What follows belongs to an exercise in optimizing a design on an open flow for small area; a production flow would make more cautious choices.
Function was checked by simulation only, so behaviour that the tests miss may differ from the original.
Power figures rest on the tool's default switching activity, not on a simulated workload.

===== flow/design.v =====
`timescale 1ns/1ps
module cache_system_2way #(
    parameter ADDR_WIDTH = 11,
    parameter DATA_WIDTH = 32,   
    parameter L1_BLOCK_SIZE  = 16,
    parameter L1_CACHE_SIZE  = 256,
    parameter L1_NUM_WAYS    = 2,
    parameter L1_NUM_SETS    = L1_CACHE_SIZE / (L1_BLOCK_SIZE * L1_NUM_WAYS),
    parameter L1_INDEX_WIDTH = clog2(L1_NUM_SETS),
    parameter L1_OFFSET_WIDTH= clog2(L1_BLOCK_SIZE),
    parameter L1_TAG_WIDTH   = ADDR_WIDTH - L1_INDEX_WIDTH - L1_OFFSET_WIDTH,
    parameter L2_BLOCK_SIZE  = 16,
    parameter L2_CACHE_SIZE  = 512,
    parameter L2_NUM_WAYS    = 2,
    parameter L2_NUM_SETS    = L2_CACHE_SIZE / (L2_BLOCK_SIZE * L2_NUM_WAYS),
    parameter L2_INDEX_WIDTH = clog2(L2_NUM_SETS),
    parameter L2_OFFSET_WIDTH= clog2(L2_BLOCK_SIZE),
    parameter L2_TAG_WIDTH   = ADDR_WIDTH - L2_INDEX_WIDTH - L2_OFFSET_WIDTH
)(
    input clk,                                       
    input rst,                                       
    input [ADDR_WIDTH-1:0] addr,                     
    input read,                                      
    input [DATA_WIDTH-1:0] mem_rdata,                
    output reg [DATA_WIDTH-1:0] read_data,           
    output reg l1_hit,                               
    output reg l2_hit                                
);
    function integer clog2;
        input integer value;
        integer i;
        begin
            clog2 = 0;
            for (i = value - 1; i > 0; i = i >> 1)
                clog2 = clog2 + 1;
        end
    endfunction
    function integer lru_select;
        input bit_val;
        begin
            if (bit_val) lru_select = 0;
            else lru_select = 1;
        end
    endfunction
    wire [L1_TAG_WIDTH-1:0]   l1_tag   = addr[ADDR_WIDTH-1 -: L1_TAG_WIDTH];
    wire [L1_INDEX_WIDTH-1:0] l1_index = addr[L1_OFFSET_WIDTH +: L1_INDEX_WIDTH];
    wire [L2_TAG_WIDTH-1:0]   l2_tag   = addr[ADDR_WIDTH-1 -: L2_TAG_WIDTH];
    wire [L2_INDEX_WIDTH-1:0] l2_index = addr[L2_OFFSET_WIDTH +: L2_INDEX_WIDTH];
    reg [DATA_WIDTH-1:0]    l1_data [0:L1_NUM_SETS-1][0:L1_NUM_WAYS-1];
    reg [L1_TAG_WIDTH-1:0]  l1_tags [0:L1_NUM_SETS-1][0:L1_NUM_WAYS-1];
    reg                     l1_valid[0:L1_NUM_SETS-1][0:L1_NUM_WAYS-1];
    reg                     l1_lru  [0:L1_NUM_SETS-1];  
    reg [DATA_WIDTH-1:0]    l2_data [0:L2_NUM_SETS-1][0:L2_NUM_WAYS-1];
    reg [L2_TAG_WIDTH-1:0]  l2_tags [0:L2_NUM_SETS-1][0:L2_NUM_WAYS-1];
    reg                     l2_valid[0:L2_NUM_SETS-1][0:L2_NUM_WAYS-1];
    reg                     l2_lru  [0:L2_NUM_SETS-1];  
    integer i, j, w;
    reg [DATA_WIDTH-1:0] mem_data;
    reg l1_found, l2_found;                          
    always @(posedge clk or posedge rst) begin
        if (rst) begin
            for (i = 0; i < L1_NUM_SETS; i = i + 1) begin
                l1_lru[i] <= 0;
                for (j = 0; j < L1_NUM_WAYS; j = j + 1) begin
                    l1_valid[i][j] <= 0;
                    l1_data[i][j]  <= 0;
                    l1_tags[i][j]  <= 0;
                end
            end
            for (i = 0; i < L2_NUM_SETS; i = i + 1) begin
                l2_lru[i] <= 0;
                for (j = 0; j < L2_NUM_WAYS; j = j + 1) begin
                    l2_valid[i][j] <= 0;
                    l2_data[i][j]  <= 0;
                    l2_tags[i][j]  <= 0;
                end
            end
            l1_hit <= 0;
            l2_hit <= 0;
            read_data <= 0;
        end else if (read) begin
            l1_hit <= 0;
            l2_hit <= 0;
            read_data <= 0;
            l1_found = 0;
            l2_found = 0;
            for (w = 0; w < L1_NUM_WAYS; w = w + 1) begin
                if (l1_valid[l1_index][w] && l1_tags[l1_index][w] == l1_tag) begin
                    l1_found = 1;
                    l1_hit <= 1;
                    read_data <= l1_data[l1_index][w];
                    l1_lru[l1_index] <= (w == 1);  
                end
            end
            if (!l1_found) begin
                for (w = 0; w < L2_NUM_WAYS; w = w + 1) begin
                    if (l2_valid[l2_index][w] && l2_tags[l2_index][w] == l2_tag) begin
                        l2_found = 1;
                        l2_hit <= 1;
                        read_data <= l2_data[l2_index][w];
                        j = lru_select(l1_lru[l1_index]);
                        l1_data[l1_index][j] <= l2_data[l2_index][w];
                        l1_tags[l1_index][j] <= l1_tag;
                        l1_valid[l1_index][j] <= 1;
                        l1_lru[l1_index] <= (j == 1);
                    end
                end
                if (!l2_found) begin
                    mem_data = mem_rdata;  
                    j = lru_select(l2_lru[l2_index]);
                    l2_data[l2_index][j] <= mem_data;
                    l2_tags[l2_index][j] <= l2_tag;
                    l2_valid[l2_index][j] <= 1;
                    l2_lru[l2_index] <= (j == 1);
                    j = lru_select(l1_lru[l1_index]);
                    l1_data[l1_index][j] <= mem_data;
                    l1_tags[l1_index][j] <= l1_tag;
                    l1_valid[l1_index][j] <= 1;
                    l1_lru[l1_index] <= (j == 1);
                    read_data <= mem_data;
                end
            end
        end
    end
endmodule

===== flow/config.mk =====
export PLATFORM = sky130hd
export DESIGN_NAME = cache_system_2way
export DESIGN_NICKNAME = cache_system_2way
export VERILOG_FILES = /design/flow/design.v
export SDC_FILE = /design/flow/constraint.sdc
export NUM_CORES = 4
export LEC_CHECK = 0
export CAP_MARGIN = 20
export CORE_MARGIN = 2
export CORE_UTILIZATION = 40
export SLEW_MARGIN = 20

===== flow/run.sh =====
#!/bin/bash
# synth_recipe.tcl (not shown) runs the flow's synth.tcl, then flattens the netlist and writes it again
# the make line also repeats each setting of config.mk as NAME=value (left out here)
make -C /OpenROAD-flow-scripts/flow DESIGN_CONFIG=/design/flow/config.mk WORK_HOME=/design/flow/orfs CLKGATE_MAP_FILE= SYNTH_SCRIPT=/design/flow/synth_recipe.tcl finish

===== flow/constraint.sdc =====
create_clock -name core_clock -period 10.0 [get_ports {clk}]
set_input_delay 2.0000 -clock core_clock [delete_from_list [all_inputs] [get_ports {clk}]]
set_output_delay 2.0000 -clock core_clock [all_outputs]
set_load 0.01 [all_outputs]

==> impl_summary.log, run 1 <==
[metrics] area enclosed by the die boundary: 210,600 sq um
[metrics] Slew Viols, Final: 0
[metrics] mean instance size in the synthesized netlist: 12.36 sq um
[metrics] endpoint of the worst-slack reg-to-reg timing path: l2_data[28][1]
[metrics] number of rows created at floorplan: 166
[metrics] post-layout net count: roughly 6,600
[metrics] number of global-route vias before repair: 59,510
[metrics] leakage power figure: 0.04129 uW
[metrics] CTS H-tree lvls: 4
[metrics] share of post-route cells with drive strength above 1: 0.2889
[metrics] clock latency on the worst-skew pair: roughly 0.86 ns
[metrics] area share of the largest cell type after synthesis: 0.5447
[metrics] IR Drop Worst-Case VDD: 173.1 uV
[metrics] Final setup viols: 0
[metrics] first-pass iteration count of the detailed router: 8
[metrics] routed wirelength normalized by instance count: 33.27 microns
[metrics] most used flip-flop cell after synthesis: dfrtp_1
[metrics] placeable core area: 205,200 sq um
[metrics] CTS tree: built
[metrics] setup slack after layout: 2.789 ns
[metrics] max capacitance violation total: 0
[metrics] antenna-violating nets left: 0
[metrics] routed via count: 60,490
[metrics] FF-to-FF setup slack: 4.86 ns
[metrics] unrepaired setup endpoints after global routing: no
[metrics] leftover overflow at the end of global routing: 0
[metrics] starting density of the core: 0.4034
[metrics] maximum number of pins on one net before global-route repair: 186
[metrics] clock-pin slew on the worst setup and hold paths: 0.06 ns
[metrics] number of distinct library cell variants in the gate-level netlist after synthesis: ~110
[metrics] synthesized netlist net count: ~6,700
[metrics] Detail Placement HPWL: 184.1 mm
[metrics] type of destination of the critical path: flip-flop
[metrics] wire length of the first global-routing pass: 446.9 mm
[metrics] Crit path top cell by count: buf_4
[metrics] Setup WS pre-CTS: 2.141 ns
[metrics] hold path start: l2_valid[2]
[metrics] area growth from synthesis to layout: 11.89%
[metrics] worst hold path class: flip-flop to flip-flop
[metrics] Largest delay share family, worst path: buffers and inverters
[metrics] Layout Cells excl Fill: 9,432
[metrics] Sink Count: ~1,800
[metrics] delay of the slowest critical-path stage: between 0.6 and 0.7 ns
[metrics] count of flip-flops with a built-in enable after synthesis: 0
[metrics] crit path buf inv count: 5
[metrics] hold-fix buffer count after cts: 0
[metrics] number of antenna violations at the first check in global routing: 15
[metrics] worst hold path stage count: 1
[metrics] startpoint type of the worst setup path: input port
[metrics] Period minus WS final: approximately 7.2 ns
[metrics] Crit path arrival time: 7.88 ns
[metrics] status: timing/DRC/antenna clean
[metrics] height of the chip: 458.9 microns
[metrics] final wirelength: around 310 mm
[metrics] Port Buf Inserts: 75
[metrics] Resize count post-CTS: 0
[metrics] standard cell with the maximum stage delay on the critical path: o32ai_1
[metrics] I/O pins: 80
[metrics] origin of the critical flop-to-flop path: l1_tags[11][0]
[metrics] Crit Path Category: input port to flip-flop
[metrics] horizontal die dimension: roughly 460 microns
[metrics] reg2reg path depth: 11
[metrics] pwr dens: around 270 nW/um^2
[metrics] clock tree root buffer cell: clkbuf_16
[metrics] endpoints failing hold: 0
[metrics] Gate Count Post-Synth: 6,697
[metrics] share of flip-flops with an asynchronous set or reset after synthesis: 1.000
[metrics] total CTS buffers: 192
[metrics] relative slew slack: 0.1424
[metrics] worst path cell trace: buf_6 -> buf_4 -> nand2b_1 -> o32ai_1 -> a2111oi_2 -> and3_1 -> or4_1 -> buf_4 -> nor3_4 -> buf_4 -> buf_4 -> mux2_2 -> o21ai_1 -> o21ai_0
[metrics] cell area after placement: 85,840 sq um
[metrics] part of the Yosys area used for sequential elements: 0.5447
[metrics] Detailed Route Iter0 Violations: 7,901
[metrics] most area-hungry cell type in the Yosys netlist: dfrtp_1
[metrics] worst setup path startpoint: addr[5]
[metrics] global placer's final weighted congestion: between 0.8 and 0.9
[metrics] share of the clock period used by the worst path after layout: 0.7211
[metrics] setup bufs post-CTS: 0
[metrics] largest cells by area after synthesis: dfrtp_1 54%, mux2_2 15%, a22oi_1 2.7%, mux2_1 2.7%, nand2_1 2.7%
[metrics] remaining routing DRC violations: 0
[metrics] Hold WS: 0.4621 ns
[metrics] flop and latch count out of synthesis: 1,802
[metrics] Final Instance Area: 92,620 sq um
[metrics] Total GRT Usage: 0.2940
[metrics] Placed Instances: 9,064
[metrics] transition time of the tightest slew-check pin: 1.273 ns
[metrics] Worst Hold Endpoint: l2_valid[2]
[metrics] post-synth design cell area: 82,780 sq um
[metrics] setup clock skew after layout: 0.05181 ns
[metrics] maximum fanout encountered on the critical timing path: 44
[metrics] Highest Clock Rate: 138.7 MHz
[metrics] total negative slack: 0 ns
[metrics] worst endpoint required time: 10.67 ns
[metrics] number of buffers on the longest clock path: 3
[metrics] routed via count divided by cell count: approximately 6.4
[metrics] YS warnings: 9
per-stage QoR:
| stage | utilization | total power (uW) |
|---|---|---|
| after CTS | 0.4506 | 24490 |
| after global placement | 0.4182 | 16720 |
| after global routing | 0.4513 | 25660 |
| final | 0.4513 | 24570 |
| after floorplan | - | 15390 |
| after detailed placement | 0.4183 | 17070 |
how the worst max path moves through the flow:
stage                      end  slack (ns)  cells past startpoint
2_1_floorplan    l1_data[0][0]      -17.00                      1
3_3_place_gp   l2_data[28][29]        2.18                     13
3_5_place_dp    l1_data[8][12]        2.14                     14
4_1_cts         l1_data[8][12]        3.01                     14
5_1_grt         l1_data[8][12]        2.71                     14
6_report        l1_data[8][12]        2.79                     14
placed cells by master, fill, tap and decap left out, types with 42 or more instances in the layout:
master and n:
buf_4 227, a31oi_1 62, mux2_1 201, mux2i_1 109, dfrtp_1 1802, a222oi_1 46
a21oi_1 149, nor3_1 43, a22o_1 106, nand2b_1 55, o21ai_0 358, mux2_2 1073
clkbuf_1 42, nor2_1 159, nand2_1 582, clkbuf_8 57, a221oi_1 105, nand3_1 72
o21ai_1 43, a22oi_1 303, mux2_4 117, o22ai_1 48, nand4_1 45, clkbuf_16 194
clkdlybuf4s50_1 66
power breakdown:
group | total [uW] | internal (uW) | leakage [uW] | switching, uW
Combinational | 5510 | 2740 | 0.0152 | 2770
Clock | 7480 | 4360 | 0.00328 | 3120
Sequential | 11600 | 10100 | 0.0229 | 1480
state kept, by name, summed over array words and instances, names as in the netlist:
| signal | count |
|---|---|
| l1_valid | 16 |
| l2_data | 1024 |
| l1_hit | 1 |
| l1_tags | 64 |
| l2_valid | 32 |
| l1_lru | 8 |
| l2_lru | 16 |
| l2_hit | 1 |
| read_data | 32 |
| l2_tags | 96 |
| l1_data | 512 |
Yosys cell counts (35+ instances only):
cell type and count:
mux2_1 201, o21ai_0 359, a221oi_1 105, a22oi_1 303
o22ai_1 48, nor2_1 178, nor3_1 48, dfrtp_1 1802
buf_2 153, a31oi_1 62, nand3_1 75, nand2_1 587
buf_4 54, a222oi_1 46, a22o_1 106, a21oi_1 151
o21ai_1 42, nand4_1 45, buf_6 80, nand2b_1 56
buf_1 39, and3_1 35, mux2_4 117, clkbuf_1 312
mux2i_1 109, mux2_2 1073
final cells by class:
class                           instances  area, sq um
Fill cell                           18390       112600
Inverter                               26        102.6
Tap cell                             2688         3363
Timing Repair Buffer                  327         2937
Sequential cell                      1802        45090
Antenna cell                            8        20.02
Clock inverter                         62        845.8
Multi-Input combinational cell       4227        34470
Clock buffer                          292         5783
cells by family after synthesis:
logic type / count (synthesis) / synth area share
flops: 1802 / 0.5447
buf+inv: 668 / 0.04255
xor+xnor: 11 / 0.001345
compound gates: 1512 / 0.1289
simple gates: 1180 / 0.06823
mux: 1524 / 0.2142
per-layer routing:
layer | part of all wire | track usage | vias to the layer above
li1 | - | - | 24380
met4 | 0.054 | 0.1381 | 6
met1 | 0.40 | 0.3955 | 31970
met3 | 0.10 | 0.06948 | 867
met5 | 0.000096 | 0 | -
met2 | 0.44 | 0.4485 | 3276
==> inputs of run 2 (changes only) <==
==> flow/design.v (replaced) <==
`timescale 1ns/1ps
module cache_system_2way (
    input             clk,
    input             rst,
    input      [10:0] addr,
    input             read,
    input      [31:0] mem_rdata,
    output     [31:0] read_data,
    output reg        l1_hit,
    output reg        l2_hit
);
    wire [3:0] tg1 = addr[10:7];
    wire [2:0] i1  = addr[6:4];
    wire [2:0] tg2 = addr[10:8];
    wire [3:0] i2  = addr[7:4];
    reg [7:0]  m1, f1;
    reg [15:0] m2, f2;
    reg [3:0] t1_0 [0:7];
    reg [3:0] t1_1 [0:7];
    reg [2:0] t2_0 [0:15];
    reg [2:0] t2_1 [0:15];
    wire m1s = m1[i1];
    wire f1s = f1[i1];
    wire m2s = m2[i2];
    wire f2s = f2[i2];
    wire h1_0 = f1s & (t1_0[i1] == tg1);
    wire h1_1 = (f1s | m1s) & (t1_1[i1] == tg1);
    wire hit1 = h1_0 | h1_1;
    wire h2_0 = f2s & (t2_0[i2] == tg2);
    wire h2_1 = (f2s | m2s) & (t2_1[i2] == tg2);
    wire hit2 = h2_0 | h2_1;
    wire v1 = ~m1s;                  
    wire v2 = ~m2s;                  
    wire miss1 = read & ~hit1;       
    wire miss2 = miss1 & ~hit2;      
    reg        p_l2;                 
    reg  [4:0] p_idx;                
    reg        pend;                 
    reg  [3:0] pdst;
    always @(posedge clk or posedge rst) begin
        if (rst) begin
            m1 <= 8'd0;
            f1 <= 8'd0;
            m2 <= 16'd0;
            f2 <= 16'd0;
            l1_hit <= 1'b0;
            l2_hit <= 1'b0;
            p_l2 <= 1'b0;
            p_idx <= 5'd0;
            pend <= 1'b0;
        end else begin
            pend <= miss1;
            if (read) begin
                l1_hit <= hit1;
                l2_hit <= ~hit1 & hit2;
                if (hit1) begin
                    m1[i1] <= h1_1;
                    p_l2 <= 1'b0;
                    p_idx <= {1'b0, i1, h1_1};
                end else begin
                    m1[i1] <= v1;
                    f1[i1] <= f1s | m1s;
                    p_l2 <= 1'b1;
                    if (hit2) begin
                        p_idx <= {i2, h2_1};
                    end else begin
                        p_idx <= {i2, v2};
                        m2[i2] <= v2;
                        f2[i2] <= f2s | m2s;
                    end
                end
            end
        end
    end
    always @(posedge clk) begin
        if (miss1) begin
            pdst <= {i1, v1};
            if (v1) t1_1[i1] <= tg1;
            else    t1_0[i1] <= tg1;
        end
        if (miss2) begin
            if (v2) t2_1[i2] <= tg2;
            else    t2_0[i2] <= tg2;
        end
    end
    wire [31:0] d1 [0:15];
    wire [31:0] d2 [0:31];
    assign read_data = p_l2 ? d2[p_idx] : d1[p_idx[3:0]];
    genvar k;
    generate
        for (k = 0; k < 16; k = k + 1) begin : g_d1
            reg [31:0] q;
            assign d1[k] = q;
            if (k == 0) begin : g_rst
                always @(posedge clk or posedge rst)
                    if (rst)
                        q <= 32'd0;
                    else if (pend && pdst == k)
                        q <= read_data;
            end else begin : g_nrst
                always @(posedge clk)
                    if (pend && pdst == k)
                        q <= read_data;
            end
        end
        for (k = 0; k < 32; k = k + 1) begin : g_d2
            reg [31:0] q;
            assign d2[k] = q;
            always @(posedge clk)
                if (miss2 && {i2, v2} == k)
                    q <= mem_rdata;
        end
    endgenerate
endmodule
==> impl_summary.log, run 2 <==
[metrics] number of rows created at floorplan: 148 (was 166)
[metrics] Worst Hold Endpoint: g_d1[0].q[23] (was l2_valid[2])
[metrics] transition time of the tightest slew-check pin: 1.227 ns (was 1.273 ns)
[metrics] cell area after placement: 70,240 sq um (was 85,840 sq um)
[metrics] area share of the largest cell type after synthesis: 0.7601 (was 0.5447)
[metrics] Placed Instances: 5,923 (was 9,064)
[metrics] Detail Placement HPWL: 113.6 mm (was 184.1 mm)
[metrics] remaining routing DRC violations: 0 (unchanged)
[metrics] share of post-route cells with drive strength above 1: 0.1622 (was 0.2889)
[metrics] CTS tree: built (unchanged)
[metrics] area enclosed by the die boundary: 168,000 sq um (was 210,600 sq um)
[metrics] most frequent cell after synthesis: edfxtp_1 (was dfrtp_1)
[metrics] FF-to-FF setup slack: 4.80 ns (was 4.86 ns)
[metrics] fin util: 0.4644 (was 0.4513)
[metrics] relative slew slack: 0.1801 (was 0.1424)
[metrics] Port Buf Inserts: 75 (unchanged)
[metrics] Period minus WS final: 8.311 ns (was 7.211 ns)
[metrics] global placer's final weighted congestion: 0.8201 (was 0.8980)
[metrics] number of global-route vias before repair: 37,630 (was 59,510)
[metrics] CTS H-tree lvls: 4 (unchanged)
[metrics] unrepaired setup endpoints after global routing: no (unchanged)
[metrics] Layout Cells excl Fill: 6,244 (was 9,432)
[metrics] largest registers: g_d2.q x1024, g_d1.q x512 (was l2_data x1024, l1_data x512, l2_tags x96)
[metrics] Resize count post-CTS: 0 (unchanged)
[metrics] worst endpoint required time: 8.00 ns (was 10.67 ns)
[metrics] origin of the critical flop-to-flop path: m2[3] (was l1_tags[11][0])
[metrics] post-synth design cell area: 65,900 sq um (was 82,780 sq um)
[metrics] mean instance size in the synthesized netlist: 17.61 sq um (was 12.36 sq um)
[metrics] maximum number of pins on one net before global-route repair: 64 (was 186)
[metrics] most used flip-flop cell after synthesis: edfxtp_1 (was dfrtp_1)
[metrics] flop and latch count out of synthesis: 1,757 (was 1,802)
[metrics] total CTS buffers: 173 (was 192)
[metrics] leftover overflow at the end of global routing: 0 (unchanged)
[metrics] maximum fanout encountered on the critical timing path: 18 (was 44)
[metrics] routed via count divided by cell count: 6.236 (was 6.413)
[metrics] height of the chip: 409.9 microns (was 458.9 microns)
[metrics] Total GRT Usage: 0.2422 (was 0.2940)
[metrics] clock tree root buffer cell: clkbuf_16 (unchanged)
[metrics] most area-hungry cell type in the Yosys netlist: edfxtp_1 (was dfrtp_1)
[metrics] worst hold path stage count: 2 (was 1)
[metrics] placeable core area: 163,100 sq um (was 205,200 sq um)
[metrics] setup clock skew after layout: 0.05082 ns (was 0.05181 ns)
[metrics] part of the Yosys area used for sequential elements: 0.7939 (was 0.5447)
[metrics] type of destination of the critical path: output pin (was flip-flop)
[metrics] total negative slack: 0 ns (unchanged)
[metrics] number of distinct library cell variants in the gate-level netlist after synthesis: 82 (was 107)
[metrics] horizontal die dimension: 409.9 microns (was 458.9 microns)
[metrics] fillers: 13,690 (was 18,390)
[metrics] clock-pin slew on the worst setup and hold paths: 0.06 ns (about the same)
[metrics] highest-count cells in the layout ignoring fill and taps: 1,668 x edfxtp_1, 543 x a22oi_1, 174 x clkbuf_16 (was 1,802 x dfrtp_1, 1,073 x mux2_2, 582 x nand2_1)
[metrics] routed wirelength normalized by instance count: 33.13 microns (was 33.27 microns)
[metrics] Final Instance Area: 75,760 sq um (was 92,620 sq um)
[metrics] share of flip-flops with an asynchronous set or reset after synthesis: 0.05065 (was 1.000)
[metrics] starting density of the core: 0.4039 (was 0.4034)
[metrics] number of buffers on the longest clock path: 3 (unchanged)
[metrics] Post-synth top cells: 1,668 x edfxtp_1, 543 x a22oi_1, 164 x nor2_1, 148 x clkbuf_1, 140 x nand2_1 (was 1,802 x dfrtp_1, 1,073 x mux2_2, 587 x nand2_1, 359 x o21ai_0, 312 x clkbuf_1)
[metrics] final wirelength: 206.9 mm (was 313.8 mm)
[metrics] endpoint of the worst-slack reg-to-reg timing path: g_d2[25].q[8] (was l2_data[28][1])
[metrics] Gate Count Post-Synth: 3,743 (was 6,697)
[metrics] YS warnings: 1 (was 9)
[metrics] hold path start: g_d1[0].q[23] (was l2_valid[2])
[metrics] antenna-violating nets left: 0 (unchanged)
[metrics] Highest Clock Rate: 120.3 MHz (was 138.7 MHz)
[metrics] first-pass iteration count of the detailed router: 6 (was 8)
[metrics] IR Drop Worst-Case VDD: 166.1 uV (was 173.1 uV)
[metrics] count of flip-flops with a built-in enable after synthesis: 1,668 (was 0)
[metrics] Slew Viols, Final: 0 (unchanged)
[metrics] flip-flop count of the largest register after layout: 1,024 (unchanged)
[metrics] Final setup viols: 0 (unchanged)
[metrics] leakage power figure: 0.02396 uW (was 0.04129 uW)
[metrics] endpoints failing hold: 0 (unchanged)
[metrics] hold-fix buffer count after cts: 0 (unchanged)
[metrics] largest cells by area after synthesis: edfxtp_1 76%, a22oi_1 6.2%, dfrtp_1 3.4%, mux2_2 1.8%, a221oi_1 1.1% (was dfrtp_1 54%, mux2_2 15%, a22oi_1 2.7%, mux2_1 2.7%, nand2_1 2.7%)
[metrics] max capacitance violation total: 0 (unchanged)
[metrics] clock latency on the worst-skew pair: 0.83 ns (was 0.86 ns)
[metrics] status: timing/DRC/antenna clean (unchanged)
[metrics] pwr dens: 227.9 nW/um^2 (was 265.3 nW/um^2)
[metrics] Design Power: 17,270 uW (was 24,570 uW)
[metrics] routed via count: 38,940 (was 60,490)
[metrics] Detailed Route Iter0 Violations: 5,688 (was 7,901)
[metrics] startpoint type of the worst setup path: flip-flop (was input port)
[metrics] Crit path arrival time: 6.31 ns (was 7.88 ns)
[metrics] I/O pins: 80 (unchanged)
[metrics] number of antenna violations at the first check in global routing: 13 (was 15)
[metrics] area growth from synthesis to layout: 14.97% (was 11.89%)
[metrics] Sink Count: 1,757 (was 1,802)
[metrics] synthesized netlist net count: 3,795 (was 6,743)
[metrics] worst hold path class: flip-flop to flip-flop (unchanged)
[metrics] post-layout net count: 3,978 (was 6,622)
[metrics] Crit Path Category: flip-flop to output pin (was input port to flip-flop)
[metrics] wire length of the first global-routing pass: 288.9 mm (was 446.9 mm)
[metrics] reg2reg path depth: 9 (was 11)
[metrics] setup bufs post-CTS: 0 (unchanged)
[metrics] share of the clock period used by the worst path after layout: 0.8311 (was 0.7211)
[metrics] most common library cell in the layout ignoring fill and taps: edfxtp_1 (was dfrtp_1)
[metrics] Biggest register: g_d2.q (was l2_data)
run 2: worst max-delay path by stage:
stage,start,endpoint,depth (start not counted)
floorplan,addr[4],g_d2[16].q[0],14
global placement,addr[7],g_d2[19].q[7],9
detailed placement,addr[7],g_d2[25].q[16],9
CTS,p_idx[3],read_data[13],9
global route,p_idx[2],read_data[23],10
finish,p_idx[2],read_data[23],10
run 2: kinds of logic after synthesis:
group,count (synthesis),share of synthesized area
flip-flops,1757,0.7939
AO/OA/AOI/OAI,953,0.1122
AND/OR/NAND/NOR,620,0.04768
buffers and inverters,236,0.01553
multiplexers,160,0.02814
XOR/XNOR,11,0.001462
adder cells (fa/ha/maj),6,0.001139
run 2: final cells by class:
type	instances	area, sq um	share of cell area
well taps	2175	2721	0.03592
multi-input cells	1750	13290	0.1754
inverters	19	73.82	0.0009744
flip-flops and latches	1757	52320	0.6905
diodes	1	2.502	0.00003303
clock inverters	96	928.4	0.01225
clock buffers	221	4581	0.06046
repair buffers	225	1849	0.02441
run 2: layer usage:
layer,GRT usage,part of all wire
met1,0.3324,0.39
met2,0.3874,0.47
met3,0.04126,0.098
met4,0.09140,0.038
met5,0,0.00056
run 2: power by group:
group,total (uW),internal [uW],switching [uW]
registers,8780,8650,129
logic,2130,654,1480
clock network,6360,3550,2810
total,17300,12900,4410
run 2: worst max-delay path, cell delays in order, from the launching register on:
cell and delay (ns):
dfrtp_1 0.63, nand2b_1 0.69, nor2_4 0.85, buf_4 0.51
a22oi_1 0.16, nand2_1 0.11, nor4_1 0.07, a21oi_1 0.69
nor2_1 0.14, nor2_1 0.79, clkdlybuf4s50_1 0.82
run 2: metrics by stage:
stage / setup WS [ns] / hold WS, ns
finish: 1.689 / 0.4902
global route: 1.607 / 0.4972
CTS: 1.775 / 0.4907
detailed placement: 2.048 / 0.4734
global placement: 2.067 / 0.4610
floorplan: 3.915 / 0.4489
==> inputs of run 3 (changes only) <==
==> flow/design.v (replaced) <==
`timescale 1ns/1ps
module cache_system_2way (
    input             clk,
    input             rst,
    input      [10:0] addr,
    input             read,
    input      [31:0] mem_rdata,
    output     [31:0] read_data,
    output reg        l1_hit,
    output reg        l2_hit
);
    wire [2:0] tg2 = addr[10:8];     
    wire       b   = addr[7];        
    wire [2:0] s   = addr[6:4];      
    wire [3:0] i2  = addr[7:4];      
    reg [7:0]  m1, f1;               
    reg [15:0] m2, f2;               
    reg [95:0] pp;                   
    reg [23:0] po;                   
    reg [2:0] t2 [0:31];             
    reg [15:0] lb;                   
    reg [15:0] lw;                   
    reg [15:0] lo;                   
    reg [2:0] ot [0:7];              
    wire m1s = m1[s];
    wire f1s = f1[s];
    wire m2s = m2[i2];
    wire f2s = f2[i2];
    wire [11:0] pg = pp[s*12 +: 12];
    wire [2:0]  og = po[s*3 +: 3];
    wire [2:0] t2_0 = t2[{s, b, 1'b0}];
    wire [2:0] t2_1 = t2[{s, b, 1'b1}];
    wire tm0 = (t2_0 == tg2);
    wire tm1 = (t2_1 == tg2);
    wire h2_0 = f2s & tm0;
    wire h2_1 = (f2s | m2s) & tm1;
    wire hit2 = h2_0 | h2_1;
    wire otm = (ot[s] == tg2);
    wire lb0 = lb[{s, 1'b0}], lb1 = lb[{s, 1'b1}];
    wire lw0 = lw[{s, 1'b0}], lw1 = lw[{s, 1'b1}];
    wire lo0 = lo[{s, 1'b0}], lo1 = lo[{s, 1'b1}];
    wire h1_0 = f1s & (lb0 == b) & (lo0 ? otm : (lw0 ? tm1 : tm0));
    wire h1_1 = (f1s | m1s) & (lb1 == b) & (lo1 ? otm : (lw1 ? tm1 : tm0));
    wire hit1 = h1_0 | h1_1;
    wire v1 = ~m1s;                  
    wire v2 = ~m2s;                  
    wire u  = m1s;                   
    wire lo_h = h1_1 ? lo1 : lo0;
    wire lw_h = h1_1 ? lw1 : lw0;
    wire [2:0] slot_l1 = lo_h ? og : pg[{b, lw_h} * 3 +: 3];
    wire [2:0] slot_l2 = pg[{b, h2_1} * 3 +: 3];
    wire [2:0] slot_v  = pg[{b, v2} * 3 +: 3];
    wire lb_u = u ? lb1 : lb0;
    wire lw_u = u ? lw1 : lw0;
    wire lo_u = u ? lo1 : lo0;
    wire keep = (f1s | m1s) & ~lo_u & (lb_u == b) & (lw_u == v2);
    wire miss1 = read & ~hit1;
    wire miss2 = miss1 & ~hit2;
    wire [2:0] slot_w = keep ? og : slot_v;      
    reg [2:0] rg;                    
    reg [2:0] rk;                    
    always @(posedge clk or posedge rst) begin
        if (rst) begin
            m1 <= 8'd0;
            f1 <= 8'd0;
            m2 <= 16'd0;
            f2 <= 16'd0;
            pp <= {8{3'd3, 3'd2, 3'd1, 3'd0}};
            po <= {8{3'd4}};
            l1_hit <= 1'b0;
            l2_hit <= 1'b0;
            rg <= 3'd0;
            rk <= 3'd0;
        end else if (read) begin
            l1_hit <= hit1;
            l2_hit <= ~hit1 & hit2;
            rg <= s;
            if (hit1) begin
                m1[s] <= h1_1;
                rk <= slot_l1;
            end else begin
                m1[s] <= v1;
                f1[s] <= f1s | m1s;
                if (hit2) begin
                    rk <= slot_l2;
                end else begin
                    rk <= slot_w;
                    m2[i2] <= v2;
                    f2[i2] <= f2s | m2s;
                    if (keep) begin
                        pp[{s, b, v2} * 3 +: 3] <= og;
                        po[s*3 +: 3] <= slot_v;
                    end
                end
            end
        end
    end
    always @(posedge clk) begin
        if (miss1) begin
            lb[{s, v1}] <= b;
            lo[{s, v1}] <= 1'b0;
            lw[{s, v1}] <= hit2 ? h2_1 : v2;
        end
        if (miss2) begin
            t2[{s, b, v2}] <= tg2;
            if (keep) begin
                lo[{s, u}] <= 1'b1;
                ot[s] <= v2 ? t2_1 : t2_0;
            end
        end
    end
    wire [31:0] dq [0:39];
    assign read_data = dq[rg * 5 + rk];
    genvar g, k;
    generate
        for (g = 0; g < 8; g = g + 1) begin : g_grp
            for (k = 0; k < 5; k = k + 1) begin : g_slot
                reg [31:0] q;
                assign dq[g * 5 + k] = q;
                if (g == 0 && k == 0) begin : g_rst
                    always @(posedge clk or posedge rst)
                        if (rst)
                            q <= 32'd0;
                        else if (miss2 && s == g && slot_w == k)
                            q <= mem_rdata;
                end else begin : g_nrst
                    always @(posedge clk)
                        if (miss2 && s == g && slot_w == k)
                            q <= mem_rdata;
                end
            end
        end
    endgenerate
endmodule
==> impl_summary.log, run 3 <==
[metrics] status: timing/DRC/antenna clean (unchanged)
[metrics] relative slew slack: 0.2013 (was 0.1801)
[metrics] Layout Cells excl Fill: 6,236 (was 6,244)
[metrics] most used flip-flop cell after synthesis: edfxtp_1 (unchanged)
[metrics] Post-synth top cells: 1,400 x edfxtp_1, 397 x a22oi_1, 183 x nand2_1, 168 x dfrtp_1, 164 x clkbuf_1 (was 1,668 x edfxtp_1, 543 x a22oi_1, 164 x nor2_1, 148 x clkbuf_1, 140 x nand2_1)
[metrics] startpoint type of the worst setup path: flip-flop (unchanged)
[metrics] Crit Path Category: flip-flop to output pin (unchanged)
[metrics] type of destination of the critical path: output pin (unchanged)
[metrics] Period minus WS final: 8.514 ns (was 8.311 ns)
[metrics] setup clock skew after layout: 0.08313 ns (was 0.05082 ns)
[metrics] transition time of the tightest slew-check pin: 1.195 ns (was 1.227 ns)
[metrics] total negative slack: 0 ns (unchanged)
[metrics] fillers: 13,310 (was 13,690)
[metrics] Total GRT Usage: 0.2608 (was 0.2422)
[metrics] most common library cell in the layout ignoring fill and taps: edfxtp_1 (unchanged)
[metrics] number of rows created at floorplan: 145 (was 148)
[metrics] cell area after placement: 67,610 sq um (was 70,240 sq um)
[metrics] maximum fanout encountered on the critical timing path: 18 (unchanged)
[metrics] Gate Count Post-Synth: 3,833 (was 3,743)
[metrics] YS warnings: 1 (unchanged)
[metrics] antenna-violating nets left: 0 (unchanged)
[metrics] highest-count cells in the layout ignoring fill and taps: 1,400 x edfxtp_1, 397 x a22oi_1, 183 x nand2_1 (was 1,668 x edfxtp_1, 543 x a22oi_1, 174 x clkbuf_16)
[metrics] setup bufs post-CTS: 0 (unchanged)
[metrics] final wirelength: 213.5 mm (was 206.9 mm)
[metrics] maximum number of pins on one net before global-route repair: 87 (was 64)
[metrics] largest cells by area after synthesis: edfxtp_1 67%, dfrtp_1 6.7%, a22oi_1 4.7%, mux2_2 2.1%, a22o_1 2.1% (was edfxtp_1 76%, a22oi_1 6.2%, dfrtp_1 3.4%, mux2_2 1.8%, a221oi_1 1.1%)
[metrics] first-pass iteration count of the detailed router: 8 (was 6)
[metrics] count of flip-flops with a built-in enable after synthesis: 1,400 (was 1,668)
[metrics] area occupied by multi-input gates: 15,100 sq um (was 13,290 sq um)
[metrics] leftover overflow at the end of global routing: 0 (unchanged)
[metrics] leakage power figure: 0.02412 uW (was 0.02396 uW)
[metrics] clock tree root buffer cell: clkbuf_16 (unchanged)
[metrics] Final setup viols: 0 (unchanged)
[metrics] CTS tree: built (unchanged)
[metrics] CTS H-tree lvls: 4 (unchanged)
[metrics] I/O pins: 80 (unchanged)
[metrics] routed via count: 40,180 (was 38,940)
[metrics] Sink Count: 1,624 (was 1,757)
[metrics] number of antenna violations at the first check in global routing: 7 (was 13)
[metrics] Hold WS: 0.4585 ns (was 0.4902 ns)
[metrics] mean instance size in the synthesized netlist: 16.47 sq um (was 17.61 sq um)
[metrics] horizontal die dimension: 401.3 microns (was 409.9 microns)
[metrics] part of the Yosys area used for sequential elements: 0.7541 (was 0.7939)
[metrics] routed via count divided by cell count: 6.442 (was 6.236)
[metrics] Detailed Route Iter0 Violations: 6,372 (was 5,688)
[metrics] number of buffers on the longest clock path: 3 (unchanged)
[metrics] Slew Viols, Final: 0 (unchanged)
[metrics] sequential cell area: 47,620 sq um (was 52,320 sq um)
[metrics] endpoints failing hold: 0 (unchanged)
[metrics] Biggest register: g_grp.g_slot.q (was g_d2.q)
[metrics] area enclosed by the die boundary: 161,100 sq um (was 168,000 sq um)
[metrics] wire length of the first global-routing pass: 299.0 mm (was 288.9 mm)
[metrics] share of flip-flops with an asynchronous set or reset after synthesis: 0.1281 (was 0.05065)
[metrics] flip-flop count of the largest register after layout: 1,280 (was 1,024)
[metrics] total CTS buffers: 165 (was 173)
[metrics] starting density of the core: 0.4033 (was 0.4039)
[metrics] most frequent cell after synthesis: edfxtp_1 (unchanged)
[metrics] global placer's final weighted congestion: 0.8452 (was 0.8201)
[metrics] Placed Instances: 5,928 (was 5,923)
[metrics] Final Instance Area: 72,870 sq um (was 75,760 sq um)
[metrics] Detail Placement HPWL: 118.4 mm (was 113.6 mm)
[metrics] placeable core area: 156,600 sq um (was 163,100 sq um)
[metrics] remaining routing DRC violations: 0 (unchanged)
[metrics] worst hold path class: flip-flop to flip-flop (unchanged)
[metrics] post-layout net count: 4,112 (was 3,978)
[metrics] area share of the largest cell type after synthesis: 0.6658 (was 0.7601)
[metrics] pwr dens: 253.1 nW/um^2 (was 227.9 nW/um^2)
[metrics] Crit path arrival time: 6.51 ns (was 6.31 ns)
[metrics] height of the chip: 401.3 microns (was 409.9 microns)
[metrics] share of post-route cells with drive strength above 1: 0.1748 (was 0.1622)
[metrics] share of the clock period used by the worst path after layout: 0.8514 (was 0.8311)
[metrics] synthesized netlist net count: 3,908 (was 3,795)
[metrics] post-synth design cell area: 63,140 sq um (was 65,900 sq um)
[metrics] Resize count post-CTS: 0 (unchanged)
[metrics] worst endpoint required time: 8.00 ns (about the same)
[metrics] number of distinct library cell variants in the gate-level netlist after synthesis: 83 (was 82)
[metrics] hold-fix buffer count after cts: 0 (unchanged)
[metrics] Port Buf Inserts: 75 (unchanged)
[metrics] routed wirelength normalized by instance count: 34.24 microns (was 33.13 microns)
[metrics] IR Drop Worst-Case VDD: 266.2 uV (was 166.1 uV)
[metrics] unrepaired setup endpoints after global routing: no (unchanged)
[metrics] Highest Clock Rate: 117.4 MHz (was 120.3 MHz)
[metrics] fin util: 0.4654 (was 0.4644)
[metrics] area growth from synthesis to layout: 15.40% (was 14.97%)
[metrics] number of global-route vias before repair: 38,660 (was 37,630)
[metrics] largest registers: g_grp.g_slot.q x1280, pp x96, t2 x96 (was g_d2.q x1024, g_d1.q x512)
[metrics] most area-hungry cell type in the Yosys netlist: edfxtp_1 (unchanged)
[metrics] max capacitance violation total: 0 (unchanged)
[metrics] clock-pin slew on the worst setup and hold paths: 0.06 ns (about the same)
[metrics] flop and latch count out of synthesis: 1,624 (was 1,757)
[metrics] clock latency on the worst-skew pair: 0.84 ns (was 0.83 ns)
run 3: cell families after synthesis:
logic type	share of synthesized area
adders and majority gates	0.005866
DFF	0.7541
muxes	0.04625
AOI/OAI and AO/OA	0.1147
xor gates and xnor gates	0.003606
buffers and inverters	0.01472
and+or+nand+nor	0.06079
run 3: where the power goes:
group | leakage (uW) | switching (uW) | internal [uW]
Clock | 0.00258 | 2700 | 3360
Sequential | 0.0154 | 169 | 7770
Combinational | 0.00619 | 2880 | 1560
run 3: layout make-up:
cell class | count | area share
antenna | 2 | 0.00006868
clock buffer | 239 | 0.06297
clock inverter | 67 | 0.01006
inverter | 17 | 0.0009787
multi-input combinational | 1977 | 0.2072
sequential | 1624 | 0.6535
tap | 2058 | 0.03534
timing repair buffer | 252 | 0.02991
run 3: path summary, 6_finish.rpt:
path                         from                      end  slack (ns)  cells past startpoint
hold reg to reg            lo[12]                   lo[12]        0.46                      1
max in group asynchronous     rst                   pp[50]        6.76                      3
min in group asynchronous     rst  g_grp[0].g_slot[0].q[8]        1.72                      2
setup / recovery            rg[0]            read_data[19]        1.49                     13
setup reg to reg           m2[13]  g_grp[5].g_slot[4].q[9]        4.34                     12
hold / removal             lo[12]                   lo[12]        0.46                      1
run 3: per-stage QoR:
step / setup WS, ns / total power, uW
finish: 1.486 / 18440
global route: 1.254 / 18970
CTS: 1.492 / 18440
detailed placement: 1.986 / 12460
global placement: 2.077 / 12410
floorplan: 2.145 / 10110
run 3: layer usage:
| metal | global-route usage | routed length, microns | up-vias |
|---|---|---|---|
| met5 | 0 | 23 | - |
| met1 | 0.3662 | 83390 | 20840 |
| met4 | 0.09070 | 8608 | 4 |
| met2 | 0.4061 | 97480 | 2672 |
| li1 | - | - | 16160 |
| met3 | 0.05071 | 23990 | 491 |
run 3: worst max-delay path, cell delays in order, from the launching register on:
cell             delay [ns]
dfrtp_1                0.41
ha_1                   0.31
ha_1                   0.31
fa_1                   0.43
a21o_1                 0.20
a21oi_1                0.48
nand2_1                0.61
nor2_4                 1.06
buf_4                  0.56
a22oi_1                0.16
nand4_1                0.18
nor4_1                 0.08
nand4_1                0.22
clkdlybuf4s50_1        0.62
==> inputs of run 4 (changes only) <==
--- a/flow/design.v
+++ b/flow/design.v
@@ -16,7 +16,6 @@
     reg [7:0]  m1, f1;               
     reg [15:0] m2, f2;               
     reg [95:0] pp;                   
-    reg [23:0] po;                   
     reg [2:0] t2 [0:31];             
     reg [15:0] lb;                   
     reg [15:0] lw;                   
@@ -27,7 +26,7 @@
     wire m2s = m2[i2];
     wire f2s = f2[i2];
     wire [11:0] pg = pp[s*12 +: 12];
-    wire [2:0]  og = po[s*3 +: 3];
+    wire [2:0]  og = pg[2:0] ^ pg[5:3] ^ pg[8:6] ^ pg[11:9] ^ 3'd4;
     wire [2:0] t2_0 = t2[{s, b, 1'b0}];
     wire [2:0] t2_1 = t2[{s, b, 1'b1}];
     wire tm0 = (t2_0 == tg2);
@@ -66,11 +65,10 @@
             m2 <= 16'd0;
             f2 <= 16'd0;
             pp <= {8{3'd3, 3'd2, 3'd1, 3'd0}};
-            po <= {8{3'd4}};
             l1_hit <= 1'b0;
             l2_hit <= 1'b0;
             rg <= 3'd0;
-            rk <= 3'd0;
+            rk <= 3'd7;              
         end else if (read) begin
             l1_hit <= hit1;
             l2_hit <= ~hit1 & hit2;
@@ -87,10 +85,8 @@
                     rk <= slot_w;
                     m2[i2] <= v2;
                     f2[i2] <= f2s | m2s;
-                    if (keep) begin
+                    if (keep)
                         pp[{s, b, v2} * 3 +: 3] <= og;
-                        po[s*3 +: 3] <= slot_v;
-                    end
                 end
             end
         end
@@ -109,25 +105,24 @@
             end
         end
     end
+    reg [31:0] rd_or;
     wire [31:0] dq [0:39];
-    assign read_data = dq[rg * 5 + rk];
+    integer n;
+    always @(*) begin
+        rd_or = 32'd0;
+        for (n = 0; n < 40; n = n + 1)
+            rd_or = rd_or | ({32{rg == n / 5 && rk == n % 5}} & dq[n]);
+    end
+    assign read_data = rd_or;
     genvar g, k;
     generate
         for (g = 0; g < 8; g = g + 1) begin : g_grp
             for (k = 0; k < 5; k = k + 1) begin : g_slot
                 reg [31:0] q;
                 assign dq[g * 5 + k] = q;
-                if (g == 0 && k == 0) begin : g_rst
-                    always @(posedge clk or posedge rst)
-                        if (rst)
-                            q <= 32'd0;
-                        else if (miss2 && s == g && slot_w == k)
-                            q <= mem_rdata;
-                end else begin : g_nrst
-                    always @(posedge clk)
-                        if (miss2 && s == g && slot_w == k)
-                            q <= mem_rdata;
-                end
+                always @(posedge clk)
+                    if (miss2 && s == g && slot_w == k)
+                        q <= mem_rdata;
             end
         end
     endgenerate
==> impl_summary.log, run 4 <==
[metrics] status: timing/DRC/antenna clean (unchanged)
[metrics] hold-fix buffer count after cts: 0 (unchanged)
[metrics] flip-flop count of the largest register after layout: 1,280 (unchanged)
[metrics] I/O pins: 80 (unchanged)
[metrics] Sink Count: 1,600 (was 1,624)
[metrics] area enclosed by the die boundary: 157,300 sq um (was 161,100 sq um)
[metrics] global placer's final weighted congestion: 0.8262 (was 0.8452)
[metrics] routed via count: 38,760 (was 40,180)
[metrics] horizontal die dimension: 396.7 microns (was 401.3 microns)
[metrics] standard cell with the maximum stage delay on the critical path: nor4_2 (was nor2_4)
[metrics] max capacitance violation total: 0 (unchanged)
[metrics] remaining routing DRC violations: 0 (unchanged)
[metrics] share of the clock period used by the worst path after layout: 0.7634 (was 0.8514)
[metrics] Detail Placement HPWL: 111.4 mm (was 118.4 mm)
[metrics] area share of the largest cell type after synthesis: 0.6972 (was 0.6658)
[metrics] highest-count cells in the layout ignoring fill and taps: 1,432 x edfxtp_1, 419 x a22oi_1, 165 x clkbuf_16 (was 1,400 x edfxtp_1, 397 x a22oi_1, 183 x nand2_1)
[metrics] Detailed Route Iter0 Violations: 5,431 (was 6,372)
[metrics] first-pass iteration count of the detailed router: 6 (was 8)
[metrics] area growth from synthesis to layout: 15.20% (was 15.40%)
[metrics] most common library cell in the layout ignoring fill and taps: edfxtp_1 (unchanged)
[metrics] number of buffers on the longest clock path: 3 (unchanged)
[metrics] share of post-route cells with drive strength above 1: 0.1624 (was 0.1748)
[metrics] post-synth design cell area: 61,680 sq um (was 63,140 sq um)
[metrics] YS warnings: 1 (unchanged)
[metrics] most frequent cell after synthesis: edfxtp_1 (unchanged)
[metrics] relative slew slack: 0.2181 (was 0.2013)
[metrics] placeable core area: 153,500 sq um (was 156,600 sq um)
[metrics] Period minus WS final: 7.634 ns (was 8.514 ns)
[metrics] Highest Clock Rate: 131.0 MHz (was 117.4 MHz)
[metrics] largest registers: g_grp.g_slot.q x1280, pp x96, t2 x96 (unchanged)
[metrics] transition time of the tightest slew-check pin: 1.163 ns (was 1.195 ns)
[metrics] total negative slack: 0 ns (unchanged)
[metrics] Gate Count Post-Synth: 3,661 (was 3,833)
[metrics] worst path cell trace: buf_4 -> buf_4 -> o21ai_0 -> a21oi_1 -> nand2_1 -> o21ai_4 -> inv_2 -> or2_0 -> and3_1 -> or2_1 -> nor4_2 -> nand2_1 -> nor2_4 -> buf_4 (was ha_1 -> ha_1 -> fa_1 -> a21o_1 -> a21oi_1 -> nand2_1 -> nor2_4 -> buf_4 -> a22oi_1 -> nand4_1 -> nor4_1 -> nand4_1 -> clkdlybuf4s50_1)
[metrics] leftover overflow at the end of global routing: 0 (unchanged)
[metrics] pwr dens: 232.7 nW/um^2 (was 253.1 nW/um^2)
[metrics] share of flip-flops with an asynchronous set or reset after synthesis: 0.09500 (was 0.1281)
[metrics] clock latency on the worst-skew pair: 0.82 ns (was 0.84 ns)
[metrics] part of the Yosys area used for sequential elements: 0.7648 (was 0.7541)
[metrics] routed wirelength normalized by instance count: 34.69 microns (was 34.24 microns)
[metrics] Slew Viols, Final: 0 (unchanged)
[metrics] worst hold path class: flip-flop to flip-flop (unchanged)
[metrics] synthesized netlist net count: 3,726 (was 3,908)
[metrics] Biggest register: g_grp.g_slot.q (unchanged)
[metrics] Final setup viols: 0 (unchanged)
[metrics] CTS tree: built (unchanged)
[metrics] Post-synth top cells: 1,432 x edfxtp_1, 419 x a22oi_1, 154 x a22o_1, 153 x nor2_1, 147 x clkbuf_1 (was 1,400 x edfxtp_1, 397 x a22oi_1, 183 x nand2_1, 168 x dfrtp_1, 164 x clkbuf_1)
[metrics] starting density of the core: 0.4018 (was 0.4033)
[metrics] clock tree root buffer cell: clkbuf_16 (unchanged)
[metrics] number of rows created at floorplan: 144 (was 145)
[metrics] largest cells by area after synthesis: edfxtp_1 70%, a22oi_1 5.1%, dfrtp_1 4.7%, a22o_1 2.2%, a221oi_1 2.0% (was edfxtp_1 67%, dfrtp_1 6.7%, a22oi_1 4.7%, mux2_2 2.1%, a22o_1 2.1%)
[metrics] Hold WS: 0.4464 ns (was 0.4585 ns)
[metrics] Crit path top cell by count: buf_4
[metrics] delay of the slowest critical-path stage: 0.90 ns (was 1.06 ns)
[metrics] post-layout net count: 3,898 (was 4,112)
[metrics] wire length of the first global-routing pass: 289.5 mm (was 299.0 mm)
[metrics] antenna-violating nets left: 0 (unchanged)
[metrics] worst endpoint required time: 10.42 ns (was 8.00 ns)
[metrics] number of antenna violations at the first check in global routing: 12 (was 7)
[metrics] cell area after placement: 65,940 sq um (was 67,610 sq um)
[metrics] final wirelength: 208.3 mm (was 213.5 mm)
[metrics] number of global-route vias before repair: 37,040 (was 38,660)
[metrics] fillers: 13,070 (was 13,310)
[metrics] endpoints failing hold: 0 (unchanged)
[metrics] most used flip-flop cell after synthesis: edfxtp_1 (unchanged)
[metrics] maximum number of pins on one net before global-route repair: 81 (was 87)
[metrics] Final Instance Area: 71,050 sq um (was 72,870 sq um)
[metrics] routed via count divided by cell count: 6.455 (was 6.442)
[metrics] unrepaired setup endpoints after global routing: no (unchanged)
[metrics] flop and latch count out of synthesis: 1,600 (was 1,624)
[metrics] setup clock skew after layout: 0.07385 ns (was 0.08313 ns)
[metrics] Setup WS pre-CTS: 1.650 ns (was 1.986 ns)
[metrics] clock-pin slew on the worst setup and hold paths: 0.06 ns (about the same)
[metrics] Crit Path Category: input port to flip-flop (was flip-flop to output pin)
[metrics] startpoint type of the worst setup path: input port (was flip-flop)
[metrics] CTS H-tree lvls: 4 (unchanged)
[metrics] Port Buf Inserts: 75 (unchanged)
[metrics] setup slack after layout: 2.366 ns (was 1.486 ns)
[metrics] maximum fanout encountered on the critical timing path: 46 (was 18)
[metrics] Crit path arrival time: 8.05 ns (was 6.51 ns)
[metrics] number of distinct library cell variants in the gate-level netlist after synthesis: 77 (was 83)
[metrics] Total GRT Usage: 0.2610 (was 0.2608)
[metrics] type of destination of the critical path: flip-flop (was output pin)
[metrics] mean instance size in the synthesized netlist: 16.85 sq um (was 16.47 sq um)
[metrics] Resize count post-CTS: 0 (unchanged)
[metrics] most area-hungry cell type in the Yosys netlist: edfxtp_1 (unchanged)
[metrics] IR Drop Worst-Case VDD: 162.5 uV (was 266.2 uV)
[metrics] leakage power figure: 0.02268 uW (was 0.02412 uW)
[metrics] height of the chip: 396.7 microns (was 401.3 microns)
[metrics] total CTS buffers: 164 (was 165)
[metrics] count of flip-flops with a built-in enable after synthesis: 1,432 (was 1,400)
[metrics] setup bufs post-CTS: 0 (unchanged)
-- run 4: changes by cell type in the layout (fill, tap and decap cells not counted), sizes merged, moves of 31 or more --
cell / previous run / this run
edfxtp: 1400 / 1432
mux2: 138 / 93
a222oi: 35 / 1
clkbuf: 239 / 208
dfrtp: 168 / 117
buf: 198 / 166
nand2: 183 / 108
-- run 4: layout make-up --
cell class                 instances  area, sq um  share of cell area
clock inverter                    84        837.1             0.01178
clock buffer                     208         4310             0.06067
antenna                            1        2.502          0.00003522
sequential                      1600        47170              0.6639
multi-input combinational       1825        14150              0.1991
inverter                          24        95.09            0.001338
timing repair buffer             218         1929             0.02716
tap                             2044         2557             0.03600
-- run 4: metrics by stage --
stage	cells	util	power [uW]
2_1_floorplan	3661	-	9391
3_3_place_gp	5711	0.4298	10690
3_5_place_dp	5711	0.4295	10720
4_1_cts	6003	0.4631	16520
5_1_grt	6003	0.4628	17000
6_report	6004	0.4628	16530
-- run 4: final timing paths --
path,start,end,slack [ns],cells after the start
setup / recovery,addr[7],g_grp[4].g_slot[4].q[26],2.37,14
hold / removal,lo[8],lo[8],0.45,2
setup reg to reg,m2[0],g_grp[4].g_slot[4].q[26],3.93,11
hold reg to reg,lo[8],lo[8],0.45,2
max in group asynchronous,rst,m1[6],6.74,3
min in group asynchronous,rst,l1_hit,1.74,2
-- run 4: where the power goes --
part	switching [uW]	total, uW	internal, uW
combinational	1790	2710	916
clock	2660	5900	3240
sequential	190	7920	7730
total	4640	16500	11900
-- run 4: cell families after synthesis --
| logic type | share of synthesized area |
|---|---|
| and+or+nand+nor | 0.05364 |
| DFF | 0.7648 |
| adders and majority gates | 0.003855 |
| buffers and inverters | 0.01584 |
| xor gates and xnor gates | 0.003834 |
| muxes | 0.03625 |
| AOI/OAI and AO/OA | 0.1218 |
-- run 4: worst max-delay path, delay by kind of cell --
family / cells / cell delay (ns)
and+or+nand+nor: 7 / 3.62
AOI/OAI and AO/OA: 3 / 0.54
buffers and inverters: 4 / 1.83
-- run 4: metal layers --
layer | vias up | track usage | part of all wire
li1 | 15560 | - | -
met1 | 20180 | 0.3564 | 0.38
met2 | 2553 | 0.4206 | 0.47
met3 | 449 | 0.05187 | 0.11
met4 | 12 | 0.08345 | 0.036
met5 | - | 0 | 0.00030
==> inputs of run 5 (changes only) <==
==> flow/flow/run.sh (new file) <==
#!/bin/bash
# Own layout flow: the standard flow (standard.sh) with
#  * an area-oriented ABC script in the standard synthesis (flow/area.abc;
#    Yosys's abc command is wrapped so that only its -script argument changes,
#    registers are mapped by dfflibmap before ABC exactly as in standard.sh synth),
#  * clock tree options: no dummy loads, chosen clock buffers and clustering,
#  * a small buffer cell for the port buffers.
# Each tool's output goes to a log file in the work folder (make.log, and
# ORFS's per-step logs under orfs/logs/).
set -euo pipefail
W=$PWD
{
  echo "proc abc {args} {"
  echo "  set i [lsearch -exact \$args -script]"
  echo "  if {\$i >= 0} { lset args [expr {\$i + 1}] {$W/flow/area.abc} }"
  echo "  yosys abc {*}\$args"
  echo "}"
  cat "$W/synth_recipe.tcl"
} > "$W/flow_synth.tcl"

CTS="-sink_clustering_enable -repair_clock_nets -dont_use_dummy_load"
CTS="$CTS $(cat "$W/flow/cts_args.txt")"

bash "$W/standard.sh" \
  "SYNTH_SCRIPT=$W/flow_synth.tcl" \
  "CTS_ARGS=$CTS" \
  "BUFFER_PORTS_ARGS=-buffer_cell sky130_fd_sc_hd__buf_1" \
  "${FLOW_TARGET:-finish}" > "$W/make.log" 2>&1
==> flow/flow/area.abc (new file) <==
&get -n
&st
&syn2
&dch
&nf -R 1000 -p -F 8 -A 8
&put
topo
==> flow/flow/cts_args.txt (new file) <==
-sink_clustering_size 25 -sink_clustering_max_diameter 90 -buf_list {sky130_fd_sc_hd__clkbuf_16}
==> flow/standard.sh (new file) <==
#!/bin/bash
# synth_recipe.tcl (not shown) runs the flow's synth.tcl, then flattens the netlist and writes it again
# the make line also repeats each setting of config.mk as NAME=value (left out here)
make -C /OpenROAD-flow-scripts/flow DESIGN_CONFIG=/design/flow/config.mk WORK_HOME=/design/flow/orfs CLKGATE_MAP_FILE= SYNTH_SCRIPT=/design/flow/synth_recipe.tcl "${@:-finish}"
--- a/flow/config.mk
+++ b/flow/config.mk
@@ -5,7 +5,7 @@
 export SDC_FILE = /design/flow/constraint.sdc
 export NUM_CORES = 4
 export LEC_CHECK = 0
-export CAP_MARGIN = 20
+export CAP_MARGIN = 0
 export CORE_MARGIN = 2
-export CORE_UTILIZATION = 40
-export SLEW_MARGIN = 20
+export CORE_UTILIZATION = 72
+export SLEW_MARGIN = 0
removed: flow/run.sh
==> impl_summary.log, run 5 <==
[metrics] status: timing/DRC/antenna clean (unchanged)
[metrics] YS warnings: 1 (unchanged)
[metrics] Slew Viols, Final: 0 (unchanged)
[metrics] endpoints failing hold: 0 (unchanged)
[metrics] Detailed Route Iter0 Violations: 6,056 (was 5,431)
[metrics] Period minus WS final: 7.838 ns (was 7.634 ns)
[metrics] Port Buf Inserts: 75 (unchanged)
[metrics] wire length of the first global-routing pass: 226.3 mm (was 289.5 mm)
[metrics] leftover overflow at the end of global routing: 0 (unchanged)
[metrics] share of the clock period used by the worst path after layout: 0.7838 (was 0.7634)
[metrics] area share of fa/ha/maj cells after synthesis: 0.003986 (was 0.003855)
[metrics] area occupied by multi-input gates: 12,830 sq um (was 14,150 sq um)
[metrics] CTS H-tree lvls: 3 (was 4)
[metrics] post-layout net count: 3,828 (was 3,898)
[metrics] number of buffers on the longest clock path: 3 (unchanged)
[metrics] remaining routing DRC violations: 0 (unchanged)
[metrics] share of post-route cells with drive strength above 1: 0.1072 (was 0.1624)
[metrics] flop and latch count out of synthesis: 1,600 (unchanged)
[metrics] leakage power figure: 0.02057 uW (was 0.02268 uW)
[metrics] type of destination of the critical path: flip-flop (unchanged)
[metrics] area enclosed by the die boundary: 85,160 sq um (was 157,300 sq um)
[metrics] largest registers: g_grp.g_slot.q x1280, pp x96, t2 x96 (unchanged)
[metrics] area share of the largest cell type after synthesis: 0.7210 (was 0.6972)
[metrics] Crit path top cell by count: buf_4 (unchanged)
[metrics] most common library cell in the layout ignoring fill and taps: edfxtp_1 (unchanged)
[metrics] delay of the slowest critical-path stage: 0.86 ns (was 0.90 ns)
[metrics] relative slew slack: 0.2503 (was 0.2181)
[metrics] Crit path arrival time: 8.20 ns (was 8.05 ns)
[metrics] Largest delay share family, worst path: simple AND/OR/NAND/NOR gates (unchanged)
[metrics] Post-Synth XOR/XNOR Area: 0.005727 (was 0.003834)
[metrics] total negative slack: 0 ns (unchanged)
[metrics] number of rows created at floorplan: 105 (was 144)
[metrics] max capacitance violation total: 0 (unchanged)
[metrics] number of distinct library cell variants in the gate-level netlist after synthesis: 45 (was 77)
[metrics] worst path cell trace: clkbuf_4 -> buf_4 -> mux4_2 -> a21oi_1 -> a22o_1 -> buf_4 -> nand2b_1 -> nand2_1 -> nand2_1 -> nor2_1 -> nand3_1 -> nor2_4 -> buf_4 (was buf_4 -> buf_4 -> o21ai_0 -> a21oi_1 -> nand2_1 -> o21ai_4 -> inv_2 -> or2_0 -> and3_1 -> or2_1 -> nor4_2 -> nand2_1 -> nor2_4 -> buf_4)
[metrics] clock tree root buffer cell: clkbuf_16 (unchanged)
[metrics] Highest Clock Rate: 127.6 MHz (was 131.0 MHz)
[metrics] Sink Count: 1,600 (unchanged)
[metrics] height of the chip: 291.8 microns (was 396.7 microns)
[metrics] standard cell with the maximum stage delay on the critical path: nor2_4 (was nor4_2)
[metrics] most frequent cell after synthesis: edfxtp_1 (unchanged)
[metrics] startpoint type of the worst setup path: input port (unchanged)
[metrics] final wirelength: 154.0 mm (was 208.3 mm)
[metrics] maximum fanout encountered on the critical timing path: 41 (was 46)
[metrics] multiplexer fraction of the synthesized cell area: 0.02478 (was 0.03625)
[metrics] clock latency on the worst-skew pair: 0.67 ns (was 0.82 ns)
[metrics] part of the Yosys area used for sequential elements: 0.7909 (was 0.7648)
[metrics] maximum number of pins on one net before global-route repair: 81 (unchanged)
[metrics] routed via count divided by cell count: 7.447 (was 6.455)
[metrics] total CTS buffers: 74 (was 164)
[metrics] count of flip-flops with a built-in enable after synthesis: 1,432 (unchanged)
[metrics] sequential cell area: 47,170 sq um (unchanged)
[metrics] worst hold path class: flip-flop to flip-flop (unchanged)
[metrics] antenna-violating nets left: 0 (unchanged)
[metrics] number of antenna violations at the first check in global routing: 7 (was 12)
[metrics] number of global-route vias before repair: 35,350 (was 37,040)
[metrics] most used flip-flop cell after synthesis: edfxtp_1 (unchanged)
[metrics] setup bufs post-CTS: 0 (unchanged)
[metrics] unrepaired setup endpoints after global routing: no (unchanged)
[metrics] crit path buf inv count: 4 (unchanged)
[metrics] fillers: 4,389 (was 13,070)
[metrics] fraction of the mapped netlist area in simple logic gates: 0.06959 (was 0.05364)
[metrics] worst endpoint required time: 10.36 ns (was 10.42 ns)
[metrics] highest-count cells in the layout ignoring fill and taps: 1,432 x edfxtp_1, 418 x nand2_1, 218 x a222oi_1 (was 1,432 x edfxtp_1, 419 x a22oi_1, 165 x clkbuf_16)
[metrics] pwr dens: 204.4 nW/um^2 (was 232.7 nW/um^2)
[metrics] Crit Path Category: input port to flip-flop (unchanged)
[metrics] clock-pin slew on the worst setup and hold paths: 0.10 ns (was 0.06 ns)
[metrics] post-synth design cell area: 59,640 sq um (was 61,680 sq um)
[metrics] hold-fix buffer count after cts: 0 (unchanged)
[metrics] Resize count post-CTS: 0 (unchanged)
[metrics] Final setup viols: 0 (unchanged)
[metrics] Post-synth top cells: 1,432 x edfxtp_1, 418 x nand2_1, 218 x a222oi_1, 188 x a22oi_1, 185 x nor2_1 (was 1,432 x edfxtp_1, 419 x a22oi_1, 154 x a22o_1, 153 x nor2_1, 147 x clkbuf_1)
[metrics] largest family of logic cells by synthesized area: compound AO/OA/AOI/OAI gates (unchanged)
[metrics] Detail Placement HPWL: 94.18 mm (was 111.4 mm)
[metrics] I/O pins: 80 (unchanged)
[metrics] most area-hungry cell type in the Yosys netlist: edfxtp_1 (unchanged)
[metrics] placeable core area: 82,110 sq um (was 153,500 sq um)
[metrics] first-pass iteration count of the detailed router: 7 (was 6)
[metrics] area growth from synthesis to layout: 8.244% (was 15.20%)
[metrics] CTS tree: built (unchanged)
[metrics] largest cells by area after synthesis: edfxtp_1 72%, dfrtp_1 4.9%, a222oi_1 3.7%, nand2_1 2.6%, a22oi_1 2.4% (was edfxtp_1 70%, a22oi_1 5.1%, dfrtp_1 4.7%, a22o_1 2.2%, a221oi_1 2.0%)
[metrics] routed via count: 36,020 (was 38,760)
[metrics] IR Drop Worst-Case VDD: 182.0 uV (was 162.5 uV)
[metrics] Gate Count Post-Synth: 3,482 (was 3,661)
[metrics] global placer's final weighted congestion: 0.9926 (was 0.8262)
[metrics] starting density of the core: 0.7264 (was 0.4018)
[metrics] synthesized netlist net count: 3,547 (was 3,726)
[metrics] Total GRT Usage: 0.3649 (was 0.2610)
[metrics] mean instance size in the synthesized netlist: 17.13 sq um (was 16.85 sq um)
[metrics] routed wirelength normalized by instance count: 31.84 microns (was 34.69 microns)
[metrics] Placed Instances: 4,757 (was 5,711)
[metrics] horizontal die dimension: 291.8 microns (was 396.7 microns)
[metrics] transition time of the tightest slew-check pin: 1.114 ns (was 1.163 ns)
[metrics] setup clock skew after layout: 0.07668 ns (was 0.07385 ns)
[metrics] Layout Cells excl Fill: 4,837 (was 6,004)
[metrics] flip-flop count of the largest register after layout: 1,280 (unchanged)
[metrics] share of flip-flops with an asynchronous set or reset after synthesis: 0.09500 (unchanged)
[metrics] Design Power: 13,200 uW (was 16,530 uW)
[metrics] compound-cell area share of the yosys netlist: 0.1041 (was 0.1218)
[metrics] Biggest register: g_grp.g_slot.q (unchanged)
run 5: cell count changes in the layout (fill, tap and decap cells not counted), moves of 52 or more:
cell,delta
a22o_1,-66
nand4_1,-57
a222oi_1,+217
clkbuf_16,-91
nand2_1,+313
a22oi_1,-231
a21oi_1,+68
o21ai_0,+109
mux2_2,-93
clkdlybuf4s50_1,-52
a221oi_1,-99
mux2i_1,-78
run 5: power by group:
group	total, uW	switching, uW	internal, uW
combinational	2120	1520	604
clock	3190	1860	1330
sequential	7880	176	7710
total	13200	3560	9640
run 5: kinds of logic (layout without fill, tap and decap cells):
family / after synthesis / count (layout)
DFF: 1600 / 1600
muxes: 77 / 77
other: 0 / 6
and+or+nand+nor: 924 / 924
buffers and inverters: 15 / 294
adders and majority gates: 19 / 19
xor gates and xnor gates: 39 / 39
AOI/OAI and AO/OA: 808 / 808
run 5: cell type report:
type,instances,area share
diodes,6,0.0002326
clock buffers,74,0.02868
inverters,15,0.0009496
multi-input cells,1867,0.1988
flip-flops and latches,1600,0.7306
well taps,1070,0.02074
repair buffers,205,0.02000
run 5: per-layer routing:
| layer | up-vias | GRT usage | wire length (microns) |
|---|---|---|---|
| li1 | 15010 | - | - |
| met1 | 18070 | 0.5167 | 55320 |
| met2 | 2596 | 0.5870 | 73860 |
| met3 | 346 | 0.06158 | 18830 |
| met4 | 2 | 0.1329 | 5966 |
| met5 | - | 0 | 11 |
run 5: worst register-to-register path: stages, from the launching register on:
cell	delay, ns
dfrtp_1	0.41
mux4_2	0.50
a21oi_1	0.17
a22o_1	0.14
buf_4	0.25
nand2b_1	0.28
nand2_1	0.31
nand2_1	0.46
nor2_1	0.80
nand3_1	0.68
nor2_4	0.86
buf_4	0.37
run 5: stage by stage:
stage	hold WS (ns)	worst slack [ns]	utilization	cell area, sq um
global route	0.4890	1.867	0.7862	64550
CTS	0.4646	2.196	0.7861	64540
detailed placement	0.4489	1.503	0.7635	62690
finish	0.4657	2.162	0.7863	64560
floorplan	0.4311	1.628	-	59640
global placement	0.4426	1.717	0.7635	62690
run 5: final timing paths:
path,startpoint,end,slack (ns),cells after the start
setup / recovery,addr[4],g_grp[6].g_slot[2].q[22],2.16,13
hold / removal,lo[7],lo[7],0.47,2
setup reg to reg,m2[10],g_grp[6].g_slot[2].q[22],4.46,11
hold reg to reg,lo[7],lo[7],0.47,2
max in group asynchronous,rst,pp[47],6.97,3
min in group asynchronous,rst,m2[8],1.54,2

port drivers added, routing unchanged:
No port has a modelled driver above. Below, the same layouts with a new extraction and two added sets of constraints.
Step 1 assumes that a clkbuf_16 drives the clock port and a buf_2 every other input.
Step 2 moves the port delays by t, midway between the first and last clock arrival at a register: inputs arrive t later, outputs are due t later. That takes back most of the time a late clock gives input paths.
Slacks: ideal / step 1 / step 2; pairs: ideal / step 1.
| run | t (ns) | slack for setup (ns) | worst register clock-pin slew, ns |
|---|---|---|---|
| run 1 | 0.925 | 2.789 / 2.839 / 1.914 | 0.07 / 0.07 |
| run 2 | 0.889 | 1.689 / 1.601 / 2.022 | 0.07 / 0.07 |
| run 3 | 0.879 | 1.486 / 1.404 / 1.878 | 0.07 / 0.07 |
| run 4 | 0.855 | 2.366 / 2.320 / 1.465 | 0.07 / 0.07 |
| run 5 | 0.702 | 2.162 / 2.207 / 1.506 | 0.10 / 0.10 |
After both steps every run listed still meets setup and hold. For run 4, which loses most, drivers alone change the setup slack by -0.046 ns; drivers and shift together by -0.901 ns.
